Source: an optimization exercise on an open RTL-to-GDS flow (aim: small area, a short achievable clock period and few clock cycles per item). Production flows keep margins and buffers that such runs may drop. Where RTL was checked, it was by simulation tests only, not by an equivalence proof against the original. No activity file was given, so power comes from the tool's default toggle rates.

== P ==
==> flow/design.v <==
module pdcch_top #(parameter
  TOP_CONFIG_BIT_WIDTH=110,
  CONT_CONFIG_BIT_WIDTH=105,
  OP_DATA_WIDTH=8,
  FIFO_DEPTH=16,
  PTR_SIZE=$clog2(FIFO_DEPTH)
)(
  input                             clk,
  input                             reset,
  input  [TOP_CONFIG_BIT_WIDTH-1:0] s_axis_top_config_data,
  input                             s_axis_top_config_valid,
  output                            s_axis_top_config_ready,
  output [OP_DATA_WIDTH-1:0]        m_axis_top_data,
  output                            m_axis_top_valid,
  input                             m_axis_top_ready
);
  localparam [30:0] X1C = 31'h5e485840;   
  localparam [30:0] R0  = 31'h0099110e;   
  localparam [30:0] R1  = 31'h0132221c;   
  wire [109:0] din  = s_axis_top_config_data;
  wire         vin  = s_axis_top_config_valid;
  wire         mrdy = m_axis_top_ready;
  wire [8:0]  bwpsize  = din[109:101];
  wire [11:0] bwpstart = din[100:89];
  wire        c1       = (din[88:87] == 2'd1);
  wire [6:0]  slot     = din[86:80];
  wire [15:0] nid      = din[79:64];
  wire [3:0]  sym      = din[63:60];
  wire [12:0] doff     = din[57:45];
  function automatic [30:0] a1_2(input [30:0] s);
    a1_2 = {s[4]^s[1], s[3]^s[0], s[30:2]};
  endfunction
  function automatic [30:0] a2_2(input [30:0] s);
    a2_2 = {s[4]^s[3]^s[2]^s[1], s[3]^s[2]^s[1]^s[0], s[30:2]};
  endfunction
  function automatic [30:0] a1_16(input [30:0] s);
    integer m;
    reg [15:0] e;
    begin
      for (m = 0; m < 16; m = m + 1) e[m] = s[m] ^ s[m+3];
      a1_16 = {e, s[30:16]};
    end
  endfunction
  function automatic [30:0] a2_16(input [30:0] s);
    integer m;
    reg [15:0] e;
    begin
      for (m = 0; m < 16; m = m + 1) e[m] = s[m] ^ s[m+1] ^ s[m+2] ^ s[m+3];
      a2_16 = {e, s[30:16]};
    end
  endfunction
  localparam [2:0] WAIT=3'd0, MUL=3'd1, SKIP=3'd2, ACC=3'd3, EMIT=3'd4;
  reg [2:0]  ph;
  reg [30:0] x1, u;
  reg [13:0] acc;
  reg [12:0] sk;
  reg        fast, skz;             
  reg [16:0] cnt;
  reg        last;                  
  reg [3:0]  j;
  reg [1:0]  pst;
  reg        pcur;
  reg [1:0]  od, td;                
  reg        ov, tv;
  reg        rdy;
  wire p_ok     = (pst == 2'd3);
  wire gen      = ((ph == EMIT) || (ph == ACC && !cnt[16])) && !tv;
  wire load     = p_ok && ((ph == WAIT) || (ph == EMIT && !tv && last));
  wire [1:0] item = {x1[1] ^ (^(u & R1)), x1[0] ^ (^(u & R0))};
  wire cnt_hi0  = (cnt[16:4] == 13'd0);
  wire cnt_is1  = cnt_hi0 && (cnt[3:0] == 4'd1);
  wire cnt_is8  = cnt_hi0 && (cnt[3:0] == 4'd8);
  wire [16:0] cnt_dec = cnt - ((ph == SKIP && fast) ? 17'd8 : 17'd1);
  wire sk_is1   = (sk == 13'd1);
  wire sk_is8   = (sk == 13'd8);
  wire [12:0] sk_dec = fast ? sk - 13'd8 : sk - 13'd1;
  wire [10:0] a_val = {sk[10:4], 4'b0} - {3'b0, sk[10:4], 1'b0} + {7'b0, sk[3:0]} + 11'd1;
  wire [13:0] b_vec = {nid[12:0], 1'b1};    
  wire        bj    = b_vec[j];
  wire [13:0] acc_add = {acc[12:0], 1'b0} + {1'b0, sk};
  wire [11:0] six_b = {sk[8:0], 2'b00} + {1'b0, sk[8:0], 1'b0};   
  reg [12:0] sk_n;
  reg        sk_w;
  always @(*) begin
    sk_w = 1'b0;
    sk_n = sk;
    if (!pcur) begin
      if (vin) begin sk_w = 1'b1; sk_n = {2'b00, slot, sym}; end
    end else if (pst == 2'd1) begin
      sk_w = 1'b1; sk_n = {2'b00, a_val};
    end else if (pst == 2'd2 && j == 4'd0) begin
      sk_w = 1'b1; sk_n = {4'd0, bwpsize};
    end
    if (load) begin
      sk_w = 1'b1; sk_n = c1 ? {1'b0, bwpstart} : doff;
    end else if (ph == MUL) begin
      sk_w = 1'b1; sk_n = skz ? doff : sk - 13'd1;
    end else if (ph == SKIP && !skz) begin
      sk_w = 1'b1; sk_n = sk_dec;
    end
  end
  always @(posedge clk) begin
    if (sk_w) begin
      sk   <= sk_n;
      fast <= |sk_n[12:3];
      skz  <= (sk_n == 13'd0);
    end
  end
  always @(posedge clk) begin
    if (reset) begin
      ph   <= WAIT;
      pst  <= 2'd0;
      pcur <= 1'b0;
      ov   <= 1'b0;
      tv   <= 1'b0;
      rdy  <= 1'b0;
    end else begin
      rdy <= 1'b0;
      if (tv) begin
        if (mrdy) begin
          od <= td;
          tv <= 1'b0;
        end
      end else if (gen) begin
        if (!ov || mrdy) begin
          od <= item;
          ov <= 1'b1;
        end else begin
          td <= item;
          tv <= 1'b1;
        end
      end else if (mrdy)
        ov <= 1'b0;
      if (!pcur) begin
        if (vin) begin
          acc  <= 14'd0;
          pst  <= 2'd1;
          pcur <= 1'b1;
        end
      end else if (pst == 2'd1) begin
        j   <= 4'd13;
        pst <= 2'd2;
      end else if (pst == 2'd2) begin
        acc <= bj ? acc_add : {acc[12:0], 1'b0};
        j   <= j - 4'd1;
        if (j == 4'd0) pst <= 2'd3;
      end
      if (load) begin
        u  <= {acc, nid, 1'b0};
        x1 <= c1 ? {X1C[30:12], six_b} : X1C;
        if (c1) begin
          cnt  <= 17'd0;
          last <= 1'b1;
          ph   <= MUL;
        end else begin
          cnt  <= {5'd0, six_b};
          last <= (sk[8:0] == 9'd0);
          if (doff == 13'd0) begin
            ph  <= ACC;
            rdy <= 1'b1;
          end else
            ph <= SKIP;
        end
      end else begin
        case (ph)
          MUL: begin
            if (!skz)
              cnt[15:0] <= cnt[15:0] + {4'd0, x1[11:0]};
            else begin
              x1   <= X1C;
              last <= (cnt == 17'd0);
              ph   <= SKIP;
            end
          end
          SKIP: begin
            if (skz) begin
              ph  <= ACC;
              rdy <= 1'b1;
            end else begin
              if (fast) begin
                x1 <= a1_16(x1);
                u  <= a2_16(u);
              end else begin
                x1 <= a1_2(x1);
                u  <= a2_2(u);
              end
              cnt  <= cnt_dec;
              last <= fast ? cnt_is8 : cnt_is1;
              if (fast ? sk_is8 : sk_is1) begin
                ph  <= ACC;
                rdy <= 1'b1;
              end
            end
          end
          ACC, EMIT: begin
            if (ph == ACC) begin
              pcur <= 1'b0;
              pst  <= 2'd0;
            end
            if (ph == ACC && cnt[16])
              ph <= WAIT;
            else if (gen) begin
              x1   <= a1_2(x1);
              u    <= a2_2(u);
              cnt  <= cnt_dec;
              last <= cnt_is1;
              ph   <= last ? WAIT : EMIT;
            end else
              ph <= EMIT;
          end
          default: ;
        endcase
      end
    end
  end
  assign s_axis_top_config_ready = rdy;
  assign m_axis_top_valid = ov;
  assign m_axis_top_data  = {6'b000000, od};
endmodule
clock: 8.5 ns
lec_check: 0
abc_clock_period_in_ps: 2500
cap_margin: 20
core_margin: 2
core_utilization: 40
setup_slack_margin: 5
slew_margin: 20
standard.sh (not shown) runs the stock make flow with config.mk's settings and CLKGATE_MAP_FILE= SYNTH_SCRIPT=/design/flow/synth_recipe.tcl, a recipe that flattens the netlist after the stock synthesis.
==> flow/flow/run.sh <==
#!/bin/bash
# Standard layout, with the port buffers made of buf_4 cells instead of the
# default choice (a slow delay buffer).
set -euo pipefail
export BUFFER_PORTS_ARGS="-buffer_cell sky130_fd_sc_hd__buf_4"
bash standard.sh > standard_flow.log 2>&1
[inputs] Q vs P
diff --git a/flow/design.v b/flow/design.v
--- a/flow/design.v
+++ b/flow/design.v
@@ -100,9 +100,22 @@
     end
   end
+  reg fast_n, skz_n;
+  always @(*) begin
+    if (load) begin
+      fast_n = |doff[12:3];
+      skz_n  = c1 ? (bwpstart == 12'd0) : (doff == 13'd0);
+    end else if (ph == MUL) begin
+      fast_n = |doff[12:3];
+      skz_n  = skz ? (doff == 13'd0) : sk_is1;
+    end else begin
+      fast_n = fast && (sk[12:3] != 10'd1);
+      skz_n  = fast ? sk_is8 : sk_is1;
+    end
+  end
   always @(posedge clk) begin
     if (sk_w) begin
       sk   <= sk_n;
-      fast <= |sk_n[12:3];
-      skz  <= (sk_n == 13'd0);
+      fast <= fast_n;
+      skz  <= skz_n;
     end
   end
Results
Q vs P: final cell count down by a few percent
Proportion of cell area occupied by registers was higher in the run labelled Q.
Power for Q: 2.1 mW down relative to P
Cmp P and Q / total length of routed met3 wires / lower: Q
Diff P -> Q: power density normalized to cell area down 160 nW/um^2, relative contribution of the clock network to total power rose by 12 points, final wirelength went down by 6.2%, count of clock-buffer cells in the layout lower, clock skew went down.
Global placement routability congestion: Q > P
Compared to P, Q has share of synthesized area spent on multiplexers 1.2 points lower.
Q does better than P on worst setup slack.
Relative to P, number of instances in the placed design has gone up in Q.
The most common cell after layout, fill and taps aside comes out sky130_fd_sc_hd__buf_4 in one run and sky130_fd_sc_hd__edfxtp_1 in the other, namely in P and Q respectively.
Against P, Q comes in 21 points lower on part of the power in combinational logic.
Function was not checked in any run of this note: the RTL went through the layout flow alone.

pdcch_top, a different RTL version from the one above (not shown whole).
Size in the first run: about 1100 cells after synthesis, about 130 flip-flops, roughly 0.0095 mm^2 of cells after synthesis.
// pdcch_top
module pdcch_top #(parameter
  TOP_CONFIG_BIT_WIDTH=110,
  CONT_CONFIG_BIT_WIDTH=105,
  OP_DATA_WIDTH=8,
  FIFO_DEPTH=16,
  PTR_SIZE=$clog2(FIFO_DEPTH)
)(
  input                             clk,
  input                             reset,
  input  [TOP_CONFIG_BIT_WIDTH-1:0] s_axis_top_config_data,
  input                             s_axis_top_config_valid,
  output                            s_axis_top_config_ready,
  output [OP_DATA_WIDTH-1:0]        m_axis_top_data,
  output                            m_axis_top_valid,
  input                             m_axis_top_ready
);
==> flow/config.mk <==
export PLATFORM = sky130hd
export DESIGN_NAME = pdcch_top
export DESIGN_NICKNAME = pdcch_top
export VERILOG_FILES = /design/flow/design.v
export SDC_FILE = /design/flow/constraint.sdc
export NUM_CORES = 4
export LEC_CHECK = 0
export ABC_CLOCK_PERIOD_IN_PS = 2500
export CAP_MARGIN = 20
export CORE_MARGIN = 2
export CORE_UTILIZATION = 40
export SLEW_MARGIN = 20
==> flow/constraint.sdc <==
create_clock -name core_clock -period 8.5 [get_ports {clk}]
set_input_delay 1.7000 -clock core_clock [delete_from_list [all_inputs] [get_ports {clk}]]
set_output_delay 1.7000 -clock core_clock [all_outputs]
set_load 0.01 [all_outputs]
==> flow/flow/run.sh <==
#!/bin/bash
# Standard layout with two changes: the port buffers are buf_1 (inputs) and
# buf_4 (outputs) instead of the default choice (a slow delay buffer), and
# repair_timing aims at a larger setup margin.
set -euo pipefail
here=$(cd "$(dirname "$0")" && pwd)
export BUFFER_PORTS_ARGS="-inputs -buffer_cell sky130_fd_sc_hd__buf_1"
export PRE_GLOBAL_PLACE_TCL="$here/ports.tcl"
export SETUP_SLACK_MARGIN=5.8
bash standard.sh > standard_flow.log 2>&1
==> flow/flow/ports.tcl <==
# Output ports get buf_4 buffers (they drive the 10 fF port load); the input
# ports are buffered with buf_1 through BUFFER_PORTS_ARGS.
buffer_ports -outputs -buffer_cell sky130_fd_sc_hd__buf_4
Then changed:
--- a/flow/design.v
+++ b/flow/design.v
@@ -66,18 +66,21 @@
   wire gen    = (s_emit || (s_acc && !cnt[16])) && !tv;
   wire load   = p_ok && (s_wait || (s_emit && !tv && last));
   wire sk_run = s_skip && !skz;
   wire [1:0] item = {x1[1] ^ (^(u & R1)), x1[0] ^ (^(u & R0))};
   wire cnt_hi0  = (cnt[16:4] == 13'd0);
   wire cnt_is1  = cnt_hi0 && (cnt[3:0] == 4'd1);
   wire cnt_is8  = cnt_hi0 && (cnt[3:0] == 4'd8);
-  wire [16:0] cnt_dec = (s_skip && fast) ? {cnt[16:3] - 14'd1, cnt[2:0]} : cnt - 17'd1;
+  wire        dec8    = s_skip && fast;
+  wire [13:0] cnt_hid = cnt[16:3] - 14'd1;
+  wire [16:0] cnt_dec = {(dec8 || cnt[2:0] == 3'd0) ? cnt_hid : cnt[16:3],
+                         dec8 ? cnt[2:0] : cnt[2:0] - 3'd1};
   wire sk_is1   = (sk == 13'd1);
   wire sk_is8   = (sk == 13'd8);
-  wire [12:0] sk_dec = (s_skip && fast) ? {sk[12:3] - 10'd1, sk[2:0]} : {sk[12:3], sk[2:0] - 3'd1};
+  wire [12:0] sk_dec = dec8 ? {sk[12:3] - 10'd1, sk[2:0]} : {sk[12:3], sk[2:0] - 3'd1};
   wire skip_end = fast ? sk_is8 : sk_is1;
   wire [10:0] a_val = {sk[10:4], 4'b0} - {3'b0, sk[10:4], 1'b0} + {7'b0, sk[3:0]} + 11'd1;
   wire [15:0] bsh   = {2'b00, nid[11:0], 1'b1, 1'b0};   
   wire [15:0] bsh2  = {4'd0, bwpstart[10:0], 1'b0};    
   wire [15:0] acc_add = {acc[14:0], 1'b0} + {3'b0, sk};
   wire [11:0] six_b = {sk[8:0], 2'b00} + {1'b0, sk[8:0], 1'b0};   
   reg [12:0] sk_n;
After rerunning:
- The new run finished with timing, DRC and antenna clean
- critical path depth goes down by 1
- routed wire length is lower slightly
- non-clock buffer count drops by 2
- global-route usage hardly moves
- cell area came out lower slightly
- setup slack is worse by 0.088 ns
Function was not checked in any run of this note: the RTL went through the layout flow alone.

pdcch_top, a different RTL version from the one above (not shown whole).
Size in the first run: roughly 130 flip-flops, ~120 I/O pins, about 9200 sq um of cells after synthesis.
==> flow/config.mk <==
export PLATFORM = sky130hd
export DESIGN_NAME = pdcch_top
export DESIGN_NICKNAME = pdcch_top
export VERILOG_FILES = /design/flow/design.v
export SDC_FILE = /design/flow/constraint.sdc
export NUM_CORES = 4
export LEC_CHECK = 0
export ABC_CLOCK_PERIOD_IN_PS = 2500
export CAP_MARGIN = 20
export CORE_MARGIN = 2
export CORE_UTILIZATION = 40
export CTS_BUF_LIST = sky130_fd_sc_hd__clkbuf_8
export CTS_CLUSTER_DIAMETER = 80
export CTS_CLUSTER_SIZE = 30
export SLEW_MARGIN = 20
==> flow/constraint.sdc <==
create_clock -name core_clock -period 8.5 [get_ports {clk}]
set_input_delay 1.7000 -clock core_clock [delete_from_list [all_inputs] [get_ports {clk}]]
set_output_delay 1.7000 -clock core_clock [all_outputs]
set_load 0.01 [all_outputs]
Scripts as last shown in full above: flow/flow/run.sh, flow/flow/ports.tcl
Testbench counts at the start, summed over its fixed seeds: cycles 14,881, items 13,663.
Then changed:
--- a/flow/design.v
+++ b/flow/design.v
@@ -71,21 +71,21 @@
   wire cnt_is1  = cnt_hi0 && (cnt[3:0] == 4'd1);
   wire cnt_is8  = cnt_hi0 && (cnt[3:0] == 4'd8);
   wire        dec8    = s_skip && fast;
   wire [13:0] cnt_hid = cnt[16:3] - 14'd1;
   wire [16:0] cnt_dec = {(dec8 || cnt[2:0] == 3'd0) ? cnt_hid : cnt[16:3],
                          dec8 ? cnt[2:0] : cnt[2:0] - 3'd1};
   wire sk_is1   = (sk == 13'd1);
   wire sk_is8   = (sk == 13'd8);
   wire [12:0] sk_dec = dec8 ? {sk[12:3] - 10'd1, sk[2:0]} : {sk[12:3], sk[2:0] - 3'd1};
   wire skip_end = fast ? sk_is8 : sk_is1;
-  wire [10:0] a_val = {sk[10:4], 4'b0} - {3'b0, sk[10:4], 1'b0} + {7'b0, sk[3:0]} + 11'd1;
+  wire [10:0] a_val = {acc[10:4], 4'b0} - {3'b0, acc[10:4], 1'b0} + {7'b0, acc[3:0]} + 11'd1;
   wire [24:0] bin = {bwpstart, nid[12:0]};
   reg  [24:0] bsel;
   reg         bone;
   integer k;
   always @(*) begin
     bsel = 25'd0;
     bone = 1'b0;
     if (load)
       bsel[24] = 1'b1;                        
     else if (pst == 2'd1)
@@ -102,21 +102,20 @@
   wire [14:0] acc_add = {acc[13:0], 1'b0} + {2'b0, sk};
   wire [10:0] three_b = {1'b0, sk[8:0], 1'b0} + {2'b0, sk[8:0]};   
   reg [12:0] sk_n;
   reg        sk_w, fast_n, skz_n;
   always @(*) begin
     sk_w   = 1'b0;
     sk_n   = sk;
     fast_n = fast && (sk[12:3] != 10'd1);
     skz_n  = skip_end;
     if (!pcur) begin
-      sk_w = 1'b1; sk_n = {2'b00, slot, sym};
     end else if (pst == 2'd1) begin
       sk_w = 1'b1; sk_n = {2'b00, a_val};
     end else if (pst == 2'd2 && j == 4'd0 && !s_mul) begin
       sk_w = 1'b1; sk_n = {4'd0, bwpsize};
     end
     if (load) begin
       sk_w   = 1'b1;
       sk_n   = c1 ? {2'b0, three_b} : doff;
       fast_n = df;
       skz_n  = dz;
@@ -166,22 +165,23 @@
   end
   always @(posedge clk) begin
     c1 <= (din[88:87] == 2'd1);
     dz <= (doff == 13'd0);
     df <= |doff[12:3];
     bjr <= bone | (|(bin & bsel));
     if (load) begin
       acc <= 15'd0;
       j   <= 4'd11;
     end else if (!pcur) begin
+      acc <= {4'd0, slot, sym};          
+    end else if (pst == 2'd1) begin
       acc <= 15'd0;
-    end else if (pst == 2'd1) begin
       j   <= 4'd13;
     end else if (pst == 2'd2) begin
       acc <= bjr ? acc_add : {acc[13:0], 1'b0};
       j   <= j - 4'd1;
     end
   end
   always @(posedge clk) begin
     if (reset) begin
       s_wait <= 1'b1;
       s_mul  <= 1'b0;
Effect: Final cell count came out higher by about 2.6%; clock power increases by about 16%; core utilization decreases by 0.71 points; sequential share of layout area decreases by 0.19 points; sequential power drops by about 0.6%; power shrinks by 7.6%; routed wire length is higher by about 0.8%; non-clock buffer count decreases by 10; synthesized cell count climbs by 1.8%; die area climbs by about 1.7%; synthesized area came out higher by about 1.8%.
For the second run of this note, only the layout was checked, not whether the RTL still works.

-- what the ideal ports hide --
Ports are ideal in the flow. The routed layouts listed here were re-timed in OpenROAD.
Step 1: set_driving_cell puts a clkbuf_16 on clk and a buf_2 on each other input, an assumption about the parent block.
Step 2, shift: input delay + t, output delay - t, t = (earliest + latest rising clock arrival at the registers) / 2. This alone moves slack from input paths to output paths.
a / b / c = ideal ports / drivers / drivers and shift; a / b = the first two.
run | shift t [ns] | setup slack, ns | clock arrival spread, ns | worst register clock-pin slew, ns | worst slew at a driven data input, ns
P | 0.471 | 4.825 / 4.840 / 4.369 | 0.020 / 0.019 | 0.06 / 0.06 | 0.06
Q | 0.473 | 5.185 / 5.209 / 4.737 | 0.015 / 0.015 | 0.07 / 0.07 | 0.06
the first run of note 2 | 0.469 | 5.896 / 5.892 / 5.451 | 0.012 / 0.013 | 0.06 / 0.06 | 0.05
the second run of note 2 | 0.470 | 5.808 / 5.820 / 5.350 | 0.017 / 0.017 | 0.07 / 0.07 | 0.05
the first run of note 3 | 0.491 | 5.904 / 5.862 / 5.473 | 0.017 / 0.017 | 0.08 / 0.08 | 0.04
the second run of note 3 | 0.514 | 5.873 / 5.843 / 5.460 | 0.016 / 0.016 | 0.10 / 0.10 | 0.05
After both steps every run listed still meets setup and hold. The setup slack of the second run of note 2, which loses most, moves by +0.012 ns with the drivers and by -0.458 ns with both steps.
